This design comes from an exercise in tuning for small area on the open sky130 flow, not from production work. In this exercise RTL edits were held to simulation tests only and were not proved equivalent to the original.

<file path="design/flow/run.sh">
#!/bin/bash
# synth_recipe.tcl (not shown) runs the flow's synth.tcl, then flattens the netlist and writes it again
# the make line also repeats each setting of config.mk as NAME=value (left out here)
make -C /OpenROAD-flow-scripts/flow DESIGN_CONFIG=/design/flow/config.mk WORK_HOME=/design/flow/orfs CLKGATE_MAP_FILE= SYNTH_SCRIPT=/design/flow/synth_recipe.tcl finish
</file>
<file path="design/flow/config.mk">
export PLATFORM = sky130hd
export DESIGN_NAME = circle
export DESIGN_NICKNAME = circle
export VERILOG_FILES = /design/flow/design.v
export SDC_FILE = /design/flow/constraint.sdc
export NUM_CORES = 4
export LEC_CHECK = 0
export CAP_MARGIN = 20
export CORE_MARGIN = 2
export CORE_UTILIZATION = 40
export SLEW_MARGIN = 20
</file>
<file path="design/flow/constraint.sdc">
create_clock -name core_clock -period 20.0 [get_ports {CLK}]
set_input_delay 4.0000 -clock core_clock [delete_from_list [all_inputs] [get_ports {CLK}]]
set_output_delay 4.0000 -clock core_clock [all_outputs]
set_load 0.01 [all_outputs]
</file>
<file path="design/flow/design.v">
`timescale 1ns / 1ps
module circle(CLK, RESET, center_x, center_y, HSYNC, VSYNC, R, G, B);
	input		CLK, RESET;
	input	[10:0] center_x, center_y;
	output 	HSYNC, VSYNC;
	output	R, G, B;
	reg [2:0]	RGB_buff;
	wire 			visible;
	reg [10:0]	pixel_col, pixel_row;
	wire[10:0]	col, row;
	reg [19:0]	d2;
	reg			row_inc;
	reg			INSIDE;
	assign HSYNC = ~( (pixel_col >= 919) & (pixel_col < 1039) );
	assign VSYNC = ~( (pixel_row >= 659) & (pixel_row < 665) );
	assign visible = ( (pixel_col > 104) & (pixel_col < 904) & (pixel_row > 23) & (pixel_row < 623) );
	assign R = ( visible ) ? RGB_buff[2] : 0;
	assign G = ( visible ) ? RGB_buff[1] : 0;
	assign B = ( visible ) ? RGB_buff[0] : 0;
	assign col = ( pixel_col > center_x ) ? pixel_col - center_x : center_x - pixel_col;      
	assign row = ( pixel_row > center_y ) ? pixel_row - center_y : center_y - pixel_row;      
	always@( posedge CLK ) begin      
		if( RESET ) pixel_col <= 0;
		else if( pixel_col == 1039 ) pixel_col <= 0;
		else pixel_col <= pixel_col + 1;
	end
	always@( posedge CLK ) begin      
		if( RESET ) row_inc <= 0;
		else if( pixel_col == 1039 ) row_inc <= 1;
		else row_inc <= 0;
	end
	always@( posedge CLK ) begin      
		if( RESET ) pixel_row <= 0;
		else if ( pixel_row == 665 ) pixel_row <= 0; 
		else if( row_inc ) pixel_row <= pixel_row + 1;
		else pixel_row <= pixel_row;
	end
	always@( posedge CLK ) begin
		if( RESET ) RGB_buff <= 3'b000;
		else if( INSIDE ) RGB_buff <= 3'b100;
		else RGB_buff <= 3'b111;
	end
	always@( posedge CLK ) begin
		if((col*col + row*row) > 10000) INSIDE <= 0;
		else INSIDE <= 1;
	end
endmodule
</file>
==> results.tsv <==
metric	value	unit
status	no timing/DRC/antenna violations	
die span in y	165.4	um
first-pass GRT wire length	39.47	mm
total clock sinks	26	
Hold-fix buffers, CTS	0	
largest net degree at the start of global routing	18	
sequential share of the synthesized area	0.04993	
max cap viols	0	
R2R Setup Slk	10.57	ns
worst r2r src	pixel_col[8]$_SDFF_PP0_	
Port Buffer Count	28	
Total GRT Usage	0.1790	
gpl congestion	0.8680	
IO Count	29	
clock period minus worst slack	13.32	ns
Post-CTS Resized	0	
crit path max fanout	17	
Rel. slew slack	0.4348	
final worst-path cycle share	0.6661	
worst min-delay path category	register to register	
Most common cell on crit path	fa_1	
initial core utilization	0.4035	
# fillers	2617	
initial antenna violation count	0	
CTS tree	done	
vias	7995	
most common cell after layout, fill and taps aside	inv_1	
CTS Root Cell	clkbuf_16	
CP endpoint kind	register	
Area growth, synth to finish	6.829	%
post-CTS setup buffers	0	
Final Hold Vio Count	0	
synth unique cells	83	
DRC Markers	0	
critical path class	primary input to register	
die area	27370	um^2
floorplan core area	25840	um^2
Reg area	520.5	um^2
Layout Skew	0.008661	ns
Wirelength per Cell	14.16	um
clock latency (worst-skew pair)	0.27	ns
worst slew pin tran	0.8437	ns
hold wc startpoint	pixel_col[0]$_SDFF_PP0_	
Syn Inst Count	1251	
commonest cells after routing, fill and taps aside	inv_1, fa_1, ha_1	
mapped cell area	10420	um^2
die width	165.4	um
WL final	22.58	mm
CP Launch Type	primary input	
Final ANT Viol Nets	0	
Synth Register Bits	26	
clock-pin slew of the registers on the worst-case setup and hold paths	0.08	ns
Setup Viol. Count Final	0	
Hold Path Stages	1	
1st-pass router iterations	5	
clk buf depth	2	
layout cell share with drive strength beyond 1	0.04921	
unrepaired setup endpoints after global routing	no	
post-DP HPWL	19.96	mm
TNS Setup	0	ns
slowest stage delay, CP	0.67	ns
vias in the first global route	8095	
Synth Flop Type	dfxtp_1	
asr flop ratio synth	0	
worst r2r path cells	30	
multi-input logic area	8594	um^2
grt ovf	0	
f_max	0.07506	GHz
Max Slew Vio Count	0	
Slowest cell on crit path	xnor2_2	
Layout Nets	1597	
H-tree Lvls	1	
Mean Syn Cell Area	8.333	um^2
syn_nets	1587	
Initial DRC Count	491	
Ant. Diodes	0	
Critical Path RT	20.16	ns
Worst EP arrival	13.48	ns
Yosys warnings	1	
Vias/cell	5.013	
hold endpoint	pixel_col[0]$_SDFF_PP0_	
number of synthesized flops with an enable pin	0	
Row Count	59	
cts bufs inserted	3	
reg2reg end	INSIDE$_DFF_P_	
[sequential cells by signal (all words and copies together), names as in the netlist]
| name | flops |
|---|---|
| INSIDE | 1 |
| RGB_buff | 2 |
| pixel_col | 11 |
| pixel_row | 11 |
| row_inc | 1 |
[cell usage after synthesis (all sizes together) (13+ instances only)]
master	n	area [um^2]
xnor2	32	314.0
buf	13	80.08
nand3	20	100.1
nand2b	24	150.1
ha	144	1802
nor3	19	105.1
clkbuf	16	60.06
nor2	140	528.0
inv	316	1189
dfxtp	26	520.5
a21o	19	142.6
o21ai	43	219.0
or2	25	156.4
nand2	50	190.2
fa	168	3363
a21oi	32	160.2
xor2	14	130.1
[worst max-delay path, delay by kind of cell]
kind	cells	cell delay [ns]
AOI/OAI and AO/OA	7	1.55
and+or+nand+nor	8	2.13
buffers and inverters	7	0.87
adders and majority gates	9	4.26
xor gates and xnor gates	1	0.67
[worst max-delay path by stage]
stage,to,start,slack (ns)
final,INSIDE$_DFF_P_,center_x[0],6.68
after floorplan,INSIDE$_DFF_P_,center_y[6],7.85
after detailed placement,INSIDE$_DFF_P_,center_y[0],6.21
after global routing,INSIDE$_DFF_P_,center_x[0],6.07
after CTS,INSIDE$_DFF_P_,center_y[0],6.48
after global placement,INSIDE$_DFF_P_,center_y[0],6.31
[kinds of logic after synthesis]
family,after synthesis,synth area share
AOI/OAI and AO/OA,168,0.1115
buffers and inverters,345,0.1275
and+or+nand+nor,344,0.1631
muxes,10,0.009962
xor gates and xnor gates,46,0.04261
adders and majority gates,312,0.4954
DFF,26,0.04993
[final cells by class]
type | count | area share
multi-input cells | 880 | 0.7717
well taps | 335 | 0.03764
flip-flops and latches | 26 | 0.04674
clock buffers | 4 | 0.007977
repair buffers | 34 | 0.02921
inverters | 316 | 0.1067
[routing by layer]
layer  vias to the layer above  part of all wire  global-route usage
li1                       3944                 -                   -
met1                      3887              0.46              0.2434
met2                       147              0.49              0.3131
met3                        17             0.043             0.01998
met4                         0             0.011             0.02625
met5                         -                 0                   0
[metrics by stage]
stage	cell area [um^2]	cells	setup WS, ns	hold slack [ns]	util
3_3_place_gp	11030	1591	6.306	0.4541	0.4269
5_1_grt	11140	1595	6.071	0.4938	0.4310
6_report	11140	1595	6.678	0.4734	0.4310
2_1_floorplan	10430	1251	7.845	0.3627	-
4_1_cts	11120	1595	6.484	0.4748	0.4305
3_5_place_dp	11030	1591	6.209	0.4579	0.4270

-- re-timing with driven ports --
The flow's constraints put no driver on any port. The routed layout listed below was extracted and timed again, unchanged, in two steps. Step 1 assumes that a clkbuf_16 drives the clock port and a buf_2 every other input. Step 2 moves the port delays by t, midway between the first and last clock arrival at a register: inputs arrive t later, outputs are due t later. That takes back most of the time a late clock gives input paths. a / b / c = ideal / step 1 / step 2; a / b = the first two.
t (ns): 0.307
setup slack, ns: 6.678 / 6.692 / 6.385
latest minus earliest clock arrival (ns): 0.009 / 0.010
slew at the worst register clock pin (ns): 0.08 / 0.08
After both steps setup and hold are still met in this run. For this run, drivers alone change the setup slack by +0.014 ns; drivers and shift together by -0.293 ns.
